Source: an optimization exercise on an open RTL-to-GDS flow (aim: small area, a short achievable clock period and few clock cycles per item). Production flows keep margins and buffers that such runs may drop.

==> flow/design.v <==
module ysyx_divunit (
    input             clk,
    input             rstn,
    input             div_valid,
    input             div_word,
    input             div_sign,
    input             alu_sec,
    input      [63:0] dividend,
    input      [63:0] divisor,
    output            res_rdy,
    output     [63:0] div_res
);
localparam S_IDLE = 3'd0, S_SHIFT = 3'd1, S_ITER = 3'd2, S_NEG = 3'd3, S_DONE = 3'd4;
reg  [2:0]  state;
reg  [63:0] rem;      
reg  [63:0] dn;       
reg  [63:0] quo;      
reg  [5:0]  cnt;      
reg  [5:0]  pa_r, pb_r;   
reg         va_r, na_r;
reg         vb_r, nb_r, sec_r, w_r, cin_r, negq_r, negr_r, done_r;
reg         at_r, bt_r;   
reg  [2:0]  f1, f0;
wire [63:0] a64 = div_word ? {{32{div_sign & dividend[31]}}, dividend[31:0]} : dividend;
wire [63:0] b64 = div_word ? {{32{div_sign & divisor[31]}},  divisor[31:0]}  : divisor;
wire        na  = div_sign & a64[63];
wire        nb  = div_sign & b64[63];
wire [63:0] xa  = a64 ^ {64{na}};    
wire [63:0] xb  = b64 ^ {64{nb}};    
function [14:0] msb64(input [63:0] x);    
    reg [31:0] v1; reg [1*32-1:0] p1;
    reg [15:0] v2; reg [2*16-1:0] p2;
    reg [7:0]  v3; reg [3*8-1:0]  p3;
    reg [3:0]  v4; reg [4*4-1:0]  p4;
    reg [1:0]  v5; reg [5*2-1:0]  p5;
    integer i;
    begin
        for (i = 0; i < 32; i = i + 1) begin
            v1[i] = x[2*i+1] | x[2*i];
            p1[i] = x[2*i+1];
        end
        for (i = 0; i < 16; i = i + 1) begin
            v2[i] = v1[2*i+1] | v1[2*i];
            p2[2*i +: 2] = v1[2*i+1] ? {1'b1, p1[(2*i+1)*1 +: 1]} : {1'b0, p1[(2*i)*1 +: 1]};
        end
        for (i = 0; i < 8; i = i + 1) begin
            v3[i] = v2[2*i+1] | v2[2*i];
            p3[3*i +: 3] = v2[2*i+1] ? {1'b1, p2[(2*i+1)*2 +: 2]} : {1'b0, p2[(2*i)*2 +: 2]};
        end
        for (i = 0; i < 4; i = i + 1) begin
            v4[i] = v3[2*i+1] | v3[2*i];
            p4[4*i +: 4] = v3[2*i+1] ? {1'b1, p3[(2*i+1)*3 +: 3]} : {1'b0, p3[(2*i)*3 +: 3]};
        end
        for (i = 0; i < 2; i = i + 1) begin
            v5[i] = v4[2*i+1] | v4[2*i];
            p5[5*i +: 5] = v4[2*i+1] ? {1'b1, p4[(2*i+1)*4 +: 4]} : {1'b0, p4[(2*i)*4 +: 4]};
        end
        msb64 = {v3, v5[1] | v5[0], v5[1] ? {1'b1, p5[9:5]} : {1'b0, p5[4:0]}};
    end
endfunction
wire [14:0] ma = msb64(xa);
wire [14:0] mb = msb64(xb);
wire [7:0] ab = ma[14:7], bb = mb[14:7];
wire [7:0] ahi;    
genvar gj;
generate
    for (gj = 0; gj < 8; gj = gj + 1) begin : g_ahi
        assign ahi[gj] = |ab[7:gj];
    end
endgenerate
wire       k0e = na ? |(bb[7:1] & ~ahi[6:0]) : |(bb & ~ahi);
wire       bz   = (pb_r == 6'd0) & ~vb_r & ~nb_r;              
wire [6:0] dab  = {1'b0, pa_r} - {1'b0, pb_r};                
wire       k0   = bz | (va_r ? (dab[6] & (~na_r | ~(&dab))) : (~na_r | (pb_r != 6'd0)));
wire [5:0] sdif = va_r ? dab[5:0] + {5'd0, na_r} : 6'd0;
wire        fl = ~nb_r;
wire [5:0]  sh = sdif;
wire [63:0] y0 = quo;
wire [63:0] y1 = sh[0] ? {y0[62:0], {1{fl}}}  : y0;
wire [63:0] y2 = sh[1] ? {y1[61:0], {2{fl}}}  : y1;
wire [63:0] y3 = sh[2] ? {y2[59:0], {4{fl}}}  : y2;
wire [63:0] y4 = sh[3] ? {y3[55:0], {8{fl}}}  : y3;
wire [63:0] y5 = sh[4] ? {y4[47:0], {16{fl}}} : y4;
wire [63:0] y6 = sh[5] ? {y5[31:0], {32{fl}}} : y5;
wire        q;
wire [64:0] sum;
wire        bt = bt_r & ~((state == S_SHIFT) & k0);
add_pfx #(.N(65)) u_add (.a({at_r, rem}), .b({bt, dn}), .ci(cin_r), .s(sum), .co(q));
wire [63:0] t = sum[63:0];
wire        qb = q | (sum[64] & ~at_r);
wire        q2;
wire [63:0] t2;
add_pfx #(.N(64)) u_add2 (.a(rem), .b({1'b1, dn[63:1]}), .ci(cin_r), .s(t2), .co(q2));
wire last   = (cnt == 6'd0);
wire can2   = (state == S_ITER) & (cnt[5:1] != 5'd0);      
wire skip   = can2 & ~q;                                   
wire take2  = skip & q2;
wire s_idle = (state == S_IDLE), s_iter = (state == S_ITER);
wire mvq    = s_iter & last & ~sec_r;                 
wire [63:0] alt = s_idle ? xa : (mvq ? {quo[62:0], qb} : rem);
reg  [2:0] nxt;
always @* begin
    nxt = state;
    case (state)
        S_IDLE:  if (div_valid) nxt = k0e ? S_DONE : S_SHIFT;
        S_SHIFT: nxt = k0 ? S_DONE : S_ITER;
        S_ITER:  if (last) nxt = (negq_r | negr_r) ? S_NEG : S_DONE;
        S_NEG:   nxt = S_DONE;
        default: nxt = S_IDLE;
    endcase
end
wire [5:0] cnt_m1   = cnt - 6'd1;
wire [5:0] cnt_m2   = cnt - 6'd2;
wire [5:0] cnt_nxt  = (state == S_SHIFT) ? sdif : (skip ? cnt_m2 : cnt_m1);
wire       sd0      = (sdif == 6'd0);
wire       lst_nxt  = (state == S_SHIFT) ? sd0 : (skip ? (cnt == 6'd2) : (cnt == 6'd1));
wire       mvq_nxt  = (nxt == S_ITER) & ~sec_r & lst_nxt;
always @(posedge clk or negedge rstn) begin
    if (!rstn) begin
        state  <= S_IDLE;
        done_r <= 1'b0;
        at_r   <= 1'b0;
        bt_r   <= 1'b0;
    end else begin
        state  <= nxt;
        done_r <= (nxt == S_DONE);
        at_r   <= (nxt == S_SHIFT) | (nxt == S_NEG) | ((nxt == S_ITER) & ~mvq_nxt);
        bt_r   <= (nxt == S_SHIFT) | (nxt == S_NEG);
    end
end
always @(posedge clk) begin
    dn  <= s_idle ? 64'd0 :
           (state == S_SHIFT) ? (k0 ? {64{1'b1}} : y6) :
           (s_iter & ~last) ? (skip ? {2'b11, dn[63:2]} : {1'b1, dn[63:1]}) : {64{1'b1}};
    quo <= s_idle ? ~xb : (state == S_SHIFT) ? 64'd0 : skip ? {quo[61:0], 1'b0, q2} : {quo[62:0], qb};
end
always @(posedge clk) begin
    rem <= q ? t : take2 ? t2 : alt;
    cnt <= cnt_nxt;
    case (state)
        S_IDLE: begin
            nb_r   <= nb;
            sec_r  <= alu_sec;
            w_r    <= div_word;
            cin_r  <= na;
            negq_r <= ~alu_sec & (na ^ nb);
            negr_r <= alu_sec & na;
            na_r   <= na;
            va_r   <= ma[6];
            vb_r   <= mb[6];
            pa_r   <= ma[5:0];
            pb_r   <= mb[6] ? mb[5:0] : 6'd0;
            f1     <= alu_sec ? {~na & ~div_word, ~na, ~na} : 3'b000;
            f0     <= alu_sec ? {na & ~div_word, na, na} : 3'b000;
        end
        S_SHIFT: begin
            cin_r <= ~nb_r;
            if (!k0) begin
                f1 <= 3'b111;
                f0 <= 3'b000;
            end else if (sec_r) begin      
                f1 <= {~na_r & ~w_r, ~na_r, ~na_r};
                f0 <= {na_r & ~w_r, na_r, na_r};
            end else begin                 
                f1 <= {bz & ~na_r & ~w_r, bz & ~na_r, bz};
                f0 <= {bz & ~na_r & ~w_r, bz & ~na_r, bz};
            end
        end
        S_ITER: begin
            if (last) cin_r <= 1'b0;
        end
        S_NEG: begin
            f1 <= 3'b000;
            f0 <= {~w_r, 2'b11};
        end
        default: ;
    endcase
end
genvar gi;
generate
    for (gi = 0; gi < 64; gi = gi + 1) begin : g_out
        localparam integer G = (gi == 0) ? 0 : (gi < 32) ? 1 : 2;
        assign div_res[gi] = rem[gi] ? f1[G] : f0[G];
    end
endgenerate
assign res_rdy = done_r;
endmodule
module add_pfx #(parameter N = 64) (
    input  [N-1:0] a,
    input  [N-1:0] b,
    input          ci,
    output [N-1:0] s,
    output         co
);
localparam M = N + 1;    
reg [M-1:0] g, p;
integer d, i;
always @* begin
    g = {a & b, ci};
    p = {a ^ b, 1'b0};
    for (d = 1; d < M; d = d * 2)
        for (i = M-1; i >= 0; i = i - 1)
            if ((i / d) % 2 == 1) begin
                g[i] = g[i] | (p[i] & g[(i/d)*d - 1]);
                p[i] = p[i] & p[(i/d)*d - 1];
            end
end
assign s  = (a ^ b) ^ g[M-2:0];
assign co = g[M-1];
endmodule
Settings: LEC_CHECK=0, CAP_MARGIN=20, CORE_MARGIN=2, CORE_UTILIZATION=60, PLACE_DENSITY=0.7, SETUP_SLACK_MARGIN=5, SLEW_MARGIN=20; clock period 10.0 ns.
standard.sh (not shown) runs the stock make flow with config.mk's settings and CLKGATE_MAP_FILE= SYNTH_SCRIPT=/design/flow/synth_recipe.tcl, a recipe that flattens the netlist after the stock synthesis.
==> flow/flow/run.sh <==
#!/bin/bash
set -euo pipefail
bash standard.sh "BUFFER_PORTS_ARGS=-buffer_cell sky130_fd_sc_hd__buf_1" \
  "CTS_ARGS=-sink_clustering_enable -repair_clock_nets -dont_use_dummy_load" \
  SETUP_SLACK_MARGIN=6.0 finish > standard.log 2>&1
==> next run, changes <==
--- a/flow/design.v
+++ b/flow/design.v
@@ -57,17 +57,21 @@
         end
         msb64 = {v3, v5[1] | v5[0], v5[1] ? {1'b1, p5[9:5]} : {1'b0, p5[4:0]}};
     end
 endfunction
 wire [14:0] ma = msb64(xa);
 wire [14:0] mb = msb64(xb);
-wire [7:0] ab = ma[14:7], bb = mb[14:7];
+wire [7:0] ab, bb;
 wire [7:0] ahi;    
 genvar gj;
 generate
     for (gj = 0; gj < 8; gj = gj + 1) begin : g_ahi
+        wire [7:0] ay = dividend[8*gj +: 8], by = divisor[8*gj +: 8];
+        wire       hz = (gj >= 4) & div_word;
+        assign ab[gj]  = ~hz & (na ? ~&ay : |ay);
+        assign bb[gj]  = ~hz & (nb ? ~&by : |by);
         assign ahi[gj] = |ab[7:gj];
     end
 endgenerate
 wire       k0e = na ? |(bb[7:1] & ~ahi[6:0]) : |(bb & ~ahi);
 wire       bz   = (pb_r == 6'd0) & ~vb_r & ~nb_r;              
 wire [6:0] dab  = {1'b0, pa_r} - {1'b0, pb_r};                
@@ -85,19 +89,13 @@
 wire        q;
 wire [64:0] sum;
 wire        bt = bt_r & ~((state == S_SHIFT) & k0);
 add_pfx #(.N(65)) u_add (.a({at_r, rem}), .b({bt, dn}), .ci(cin_r), .s(sum), .co(q));
 wire [63:0] t = sum[63:0];
 wire        qb = q | (sum[64] & ~at_r);
-wire        q2;
-wire [63:0] t2;
-add_pfx #(.N(64)) u_add2 (.a(rem), .b({1'b1, dn[63:1]}), .ci(cin_r), .s(t2), .co(q2));
 wire last   = (cnt == 6'd0);
-wire can2   = (state == S_ITER) & (cnt[5:1] != 5'd0);      
-wire skip   = can2 & ~q;                                   
-wire take2  = skip & q2;
 wire s_idle = (state == S_IDLE), s_iter = (state == S_ITER);
 wire mvq    = s_iter & last & ~sec_r;                 
 wire [63:0] alt = s_idle ? xa : (mvq ? {quo[62:0], qb} : rem);
 reg  [2:0] nxt;
 always @* begin
     nxt = state;
@@ -106,18 +104,14 @@
         S_SHIFT: nxt = k0 ? S_DONE : S_ITER;
         S_ITER:  if (last) nxt = (negq_r | negr_r) ? S_NEG : S_DONE;
         S_NEG:   nxt = S_DONE;
         default: nxt = S_IDLE;
     endcase
 end
-wire [5:0] cnt_m1   = cnt - 6'd1;
-wire [5:0] cnt_m2   = cnt - 6'd2;
-wire [5:0] cnt_nxt  = (state == S_SHIFT) ? sdif : (skip ? cnt_m2 : cnt_m1);
-wire       sd0      = (sdif == 6'd0);
-wire       lst_nxt  = (state == S_SHIFT) ? sd0 : (skip ? (cnt == 6'd2) : (cnt == 6'd1));
-wire       mvq_nxt  = (nxt == S_ITER) & ~sec_r & lst_nxt;
+wire [5:0] cnt_nxt  = (state == S_SHIFT) ? sdif : cnt - 6'd1;
+wire       mvq_nxt  = (nxt == S_ITER) & (cnt_nxt == 6'd0) & ~sec_r;
 always @(posedge clk or negedge rstn) begin
     if (!rstn) begin
         state  <= S_IDLE;
         done_r <= 1'b0;
         at_r   <= 1'b0;
         bt_r   <= 1'b0;
@@ -126,33 +120,33 @@
         done_r <= (nxt == S_DONE);
         at_r   <= (nxt == S_SHIFT) | (nxt == S_NEG) | ((nxt == S_ITER) & ~mvq_nxt);
         bt_r   <= (nxt == S_SHIFT) | (nxt == S_NEG);
     end
 end
 always @(posedge clk) begin
+    nb_r   <= nb;
+    sec_r  <= alu_sec;
+    w_r    <= div_word;
+    negq_r <= ~alu_sec & (na ^ nb);
+    negr_r <= alu_sec & na;
+    na_r   <= na;
+    va_r   <= ma[6];
+    vb_r   <= mb[6];
+    pa_r   <= ma[5:0];
+    pb_r   <= mb[5:0];
     dn  <= s_idle ? 64'd0 :
            (state == S_SHIFT) ? (k0 ? {64{1'b1}} : y6) :
-           (s_iter & ~last) ? (skip ? {2'b11, dn[63:2]} : {1'b1, dn[63:1]}) : {64{1'b1}};
-    quo <= s_idle ? ~xb : (state == S_SHIFT) ? 64'd0 : skip ? {quo[61:0], 1'b0, q2} : {quo[62:0], qb};
+           (s_iter & ~last) ? {1'b1, dn[63:1]} : {64{1'b1}};
+    quo <= s_idle ? ~xb : (state == S_SHIFT) ? 64'd0 : {quo[62:0], qb};
 end
 always @(posedge clk) begin
-    rem <= q ? t : take2 ? t2 : alt;
+    rem <= q ? t : alt;
     cnt <= cnt_nxt;
     case (state)
         S_IDLE: begin
-            nb_r   <= nb;
-            sec_r  <= alu_sec;
-            w_r    <= div_word;
             cin_r  <= na;
-            negq_r <= ~alu_sec & (na ^ nb);
-            negr_r <= alu_sec & na;
-            na_r   <= na;
-            va_r   <= ma[6];
-            vb_r   <= mb[6];
-            pa_r   <= ma[5:0];
-            pb_r   <= mb[6] ? mb[5:0] : 6'd0;
             f1     <= alu_sec ? {~na & ~div_word, ~na, ~na} : 3'b000;
             f0     <= alu_sec ? {na & ~div_word, na, na} : 3'b000;
         end
         S_SHIFT: begin
             cin_r <= ~nb_r;
             if (!k0) begin
Result:
- core utilization goes down by 8.8 points
- wire length decreases by 31%
- setup slack gains 440 ps
- via count came out lower by 27%
- sequential share of layout area increases by 4.5 points
- global-route usage fell by 7.7 points
No functional check of the RTL was part of any run of this note.

==> static timing again, ports no longer ideal <==
Ports are ideal in the flow. The routed layouts listed here were re-timed in OpenROAD.
Step 1: set_driving_cell puts a clkbuf_16 on clk and a buf_2 on each other input, an assumption about the parent block.
Step 2 moves the port delays by t, midway between the first and last clock arrival at a register: inputs arrive t later, outputs are due t later. That takes back most of the time a late clock gives input paths.
a / b / c = no drivers / after step 1 / after step 2; a / b = the first two.
run | t (ns) | setup WS [ns] | hold slack, ns | clock arrival spread, ns | worst slew at a driven data input, ns
the first run | 0.643 | 5.346 / 5.346 / 4.966 | 0.548 / 0.548 / 0.548 | 0.040 / 0.041 | 0.08
the second run | 0.602 | 5.785 / 5.785 / 5.412 | 0.481 / 0.481 / 0.481 | 0.042 / 0.042 | 0.08
After both steps every run listed still meets setup and hold. For the first run, which loses most, drivers alone change the setup slack by 0.000 ns; drivers and shift together by -0.380 ns.
